What follows belongs to an exercise in optimizing a design on an open flow for small area, a short achievable clock period and few clock cycles; a production flow would make more cautious choices.
Function was checked by simulation only, so behaviour that the tests miss may differ from the original.
Power is estimated from default activity; no workload was simulated.

==> flow/design.v <==
module anaModul
    (
    input   [31:0] sayi1,
    input   [31:0] sayi2,
    input   [2:0] tur,
    input   basla,
    input   clk,
    input   rst,
    output  [63:0] sonuc,
    output  hazir,
    output  gecerli,
    output  tasma
    );
    localparam K = 2;            
    reg        busy;
    reg [2:0]  op;
    reg [5:0]  cnt;              
    reg [63:0] P;
    reg [31:0] X;
    reg        gec, tas;
    wire op_add = (op == 3'd0);
    wire op_sub = (op == 3'd1);
    wire op_mul = (op == 3'd2);
    wire op_div = (op == 3'd3);
    wire op_sqr = (op == 3'd4);
    reg [31:0] hi, lo;
    reg [15:0] q;
    reg [32:0] a, b, s;
    reg        ci, co, ge, ovf;
    reg [33:0] sum;
    reg [32:0] s0;               
    reg        ge0;
    integer i;
    always @* begin
        hi  = P[63:32];
        lo  = P[31:0];
        q   = (cnt == 6'd0) ? 16'd0 : X[15:0];
        ovf = 1'b0;
        for (i = 0; i < K; i = i + 1) begin
            if (op_mul)
                a = {1'b0, hi};
            else if (i == 0 && (op_add | op_sub))
                a = {1'b0, lo};
            else
                a = {hi, lo[31] & ~cnt[5]};
            if (op_mul)
                b = lo[0] ? {1'b0, X} : 33'd0;
            else if (op_sqr)
                b = ~{15'd0, q, ~lo[30]};
            else if (op_add)
                b = {1'b0, X};
            else
                b = ~{1'b0, X};
            ci  = ~(op_mul | op_add);
            sum = {1'b0, a} + {1'b0, b} + {33'd0, ci};
            s   = sum[32:0];
            ge  = sum[33];
            if (i == 0) begin s0 = s; ge0 = ge; end
            ovf = ovf | (lo[31] & cnt[5]);
            if (op_mul) begin
                hi = s[32:1];
                lo = {s[0], lo[31:1]};
            end else if (op_sqr) begin
                hi = ge ? {s[30:0], ~lo[30]} : {a[30:0], lo[30]};
                lo = {lo[29:0], 2'b00};
                q  = {q[14:0], ge};
            end else begin
                hi = ge ? s[31:0] : a[31:0];
                lo = {lo[30:0], ge};
            end
        end
    end
    wire [5:0] cnt_n = cnt + K;
    wire last = op_mul ? (cnt_n == 6'd32) : op_div ? (cnt_n == 6'd48) : (cnt_n == 6'd16);
    always @(posedge clk) begin
        if (rst)
            busy <= 1'b0;
        else if (!busy)
            busy <= basla;
        else if (!(op_mul | op_div | op_sqr) || (op_div && X == 32'd0) || last)
            busy <= 1'b0;
    end
    always @(posedge clk) begin
        if (!busy) begin
            if (basla) begin
                op  <= tur;
                cnt <= 6'd0;
                P   <= {32'd0, sayi1};
                X   <= sayi2;
            end
        end else begin
            cnt <= cnt_n;
            case (op)
            3'd0: begin
                P <= {15'd0, s0, 16'd0};
                gec <= 1'b1; tas <= 1'b0;
            end
            3'd1: begin
                P <= {{16{~ge0}}, s0[31:0], 16'd0};
                gec <= 1'b1; tas <= ~ge0;
            end
            3'd2: begin
                P <= {hi, lo};
                gec <= 1'b1; tas <= 1'b0;
            end
            3'd3: begin
                if (X == 32'd0) begin
                    P <= 64'd0; gec <= 1'b0; tas <= 1'b0;
                end else begin
                    if (cnt == 6'd0) tas <= 1'b0;
                    if (ovf) tas <= 1'b1;
                    gec <= 1'b1;
                    P <= last ? {16'd0, lo, 16'd0} : {hi, lo};
                end
            end
            3'd4: begin
                X[15:0] <= q;
                P <= last ? {24'd0, q, 24'd0} : {hi, lo};
                gec <= 1'b1; tas <= 1'b0;
            end
            default: begin
                P <= 64'd0; gec <= 1'b0; tas <= 1'b0;
            end
            endcase
        end
    end
    assign sonuc   = P;
    assign hazir   = ~busy;
    assign gecerli = gec;
    assign tasma   = tas;
endmodule
export LEC_CHECK = 0
export CAP_MARGIN = 20
export CORE_MARGIN = 2
export CORE_UTILIZATION = 40
export SLEW_MARGIN = 20
create_clock -name core_clock -period 55.0 [get_ports {clk}]
run.sh (not shown) runs the stock make flow with config.mk's settings and CLKGATE_MAP_FILE= SYNTH_SCRIPT=/design/flow/synth_recipe.tcl, a recipe that flattens the netlist after the stock synthesis.
The starting point ran to the end with no violations.
Testbench counts at the start, summed over its fixed seeds: cycles 17,799.
==> next run, changes <==
--- a/flow/design.v
+++ b/flow/design.v
@@ -11,8 +11,10 @@
     output  gecerli,
     output  tasma
     );
     localparam K = 2;            
+    localparam MSTEPS = (32 % K == 0) ? 32 : 33;
+    localparam SREM = 16 % K;    
     reg        busy;
     reg [2:0]  op;
     reg [5:0]  cnt;              
     reg [63:0] P;
@@ -23,27 +25,28 @@
     wire op_mul = (op == 3'd2);
     wire op_div = (op == 3'd3);
     wire op_sqr = (op == 3'd4);
     reg [31:0] hi, lo;
-    reg [15:0] q;
+    reg [15:0] q, q1;
     reg [32:0] a, b, s;
     reg        ci, co, ge, ovf;
     reg [33:0] sum;
     reg [32:0] s0;               
     reg        ge0;
     integer i;
+    wire skip = op_div & (cnt == 6'd0) & (|X[31:24]);
     always @* begin
-        hi  = P[63:32];
-        lo  = P[31:0];
+        hi  = skip ? {8'd0, P[31:8]}   : P[63:32];
+        lo  = skip ? {P[7:0], 24'd0}   : P[31:0];
         q   = (cnt == 6'd0) ? 16'd0 : X[15:0];
         ovf = 1'b0;
         for (i = 0; i < K; i = i + 1) begin
             if (op_mul)
                 a = {1'b0, hi};
             else if (i == 0 && (op_add | op_sub))
                 a = {1'b0, lo};
             else
-                a = {hi, lo[31] & ~cnt[5]};
+                a = {hi, lo[31] & (cnt + i < 32)};
             if (op_mul)
                 b = lo[0] ? {1'b0, X} : 33'd0;
             else if (op_sqr)
                 b = ~{15'd0, q, ~lo[30]};
@@ -55,38 +58,42 @@
             sum = {1'b0, a} + {1'b0, b} + {33'd0, ci};
             s   = sum[32:0];
             ge  = sum[33];
             if (i == 0) begin s0 = s; ge0 = ge; end
-            ovf = ovf | (lo[31] & cnt[5]);
+            ovf = ovf | (lo[31] & (cnt + i >= 32));
             if (op_mul) begin
                 hi = s[32:1];
                 lo = {s[0], lo[31:1]};
             end else if (op_sqr) begin
                 hi = ge ? {s[30:0], ~lo[30]} : {a[30:0], lo[30]};
                 lo = {lo[29:0], 2'b00};
                 q  = {q[14:0], ge};
+                if (i == SREM - 1) q1 = q;
             end else begin
                 hi = ge ? s[31:0] : a[31:0];
                 lo = {lo[30:0], ge};
             end
         end
     end
-    wire [5:0] cnt_n = cnt + K;
-    wire last = op_mul ? (cnt_n == 6'd32) : op_div ? (cnt_n == 6'd48) : (cnt_n == 6'd16);
+    wire [5:0] cnt_n = (skip ? 6'd24 : cnt) + K;
+    wire last = op_mul ? (cnt_n == MSTEPS) : op_div ? (cnt_n == 6'd48) : (cnt_n >= 6'd16);
+    wire [15:0] qfin = (SREM == 0) ? q : q1;
+    wire done = !(op_mul | op_div | op_sqr) || (op_div && X == 32'd0) || last;
+    wire busy_n = rst ? 1'b0 : busy ? ~done : basla;
+    reg  hazir_q;                
     always @(posedge clk) begin
-        if (rst)
-            busy <= 1'b0;
-        else if (!busy)
-            busy <= basla;
-        else if (!(op_mul | op_div | op_sqr) || (op_div && X == 32'd0) || last)
-            busy <= 1'b0;
+        busy    <= busy_n;
+        hazir_q <= ~busy_n;
     end
     always @(posedge clk) begin
         if (!busy) begin
             if (basla) begin
                 op  <= tur;
                 cnt <= 6'd0;
-                P   <= {32'd0, sayi1};
+                if (MSTEPS == 33 && tur == 3'd2)
+                    P <= {31'd0, sayi1, 1'b0};
+                else
+                    P <= {32'd0, sayi1};
                 X   <= sayi2;
             end
         end else begin
             cnt <= cnt_n;
@@ -114,9 +121,9 @@
                 end
             end
             3'd4: begin
                 X[15:0] <= q;
-                P <= last ? {24'd0, q, 24'd0} : {hi, lo};
+                P <= last ? {24'd0, qfin, 24'd0} : {hi, lo};
                 gec <= 1'b1; tas <= 1'b0;
             end
             default: begin
                 P <= 64'd0; gec <= 1'b0; tas <= 1'b0;
@@ -124,8 +131,8 @@
             endcase
         end
     end
     assign sonuc   = P;
-    assign hazir   = ~busy;
+    assign hazir   = hazir_q;
     assign gecerli = gec;
     assign tasma   = tas;
 endmodule
After rerunning: Hold slack is better by 0.011 ns; wire length increases by 15%; count of clock-buffer cells in the layout does not change; design area increases by 4.5%; die area increases by 4.6%; flip-flop and latch count increases by 2; combinational power increases by 19%; sequential share of layout area decreases by 0.59 points; setup slack is better by 0.40 ns; sequential power increases by about 5%; via count increases by 7.1%.
Testbench counts after the change, summed over its fixed seeds: cycles 15,231.

## separate check: timing with driven ports
The results above use ideal ports. As a check the final layouts listed here were re-extracted and re-timed, cells and wires unchanged. Step 1: set_driving_cell puts a clkbuf_16 on clk and a buf_2 on each other input, an assumption about the parent block. Step 2 adds t to the input delays and takes it off the output delays; t is the mean of the earliest and latest rising clock arrival at the registers after step 1. Input paths then give back, and output paths get back, about the clock's delay inside the block. Three values: ideal ports, drivers, drivers and shift; two values: the first two.
| run | t, ns | setup WS [ns] | hold WS [ns] | worst data-port slew with drivers (ns) |
|---|---|---|---|---|
| the first run | 0.442 | 41.839 / 41.789 / 42.231 | 0.675 / 0.675 / 0.675 | 0.06 |
| the second run | 0.443 | 42.236 / 42.185 / 42.006 | 0.686 / 0.686 / 0.686 | 0.08 |
After both steps every run listed still meets setup and hold. The setup slack of the second run, which loses most, moves by -0.051 ns with the drivers and by -0.230 ns with both steps.
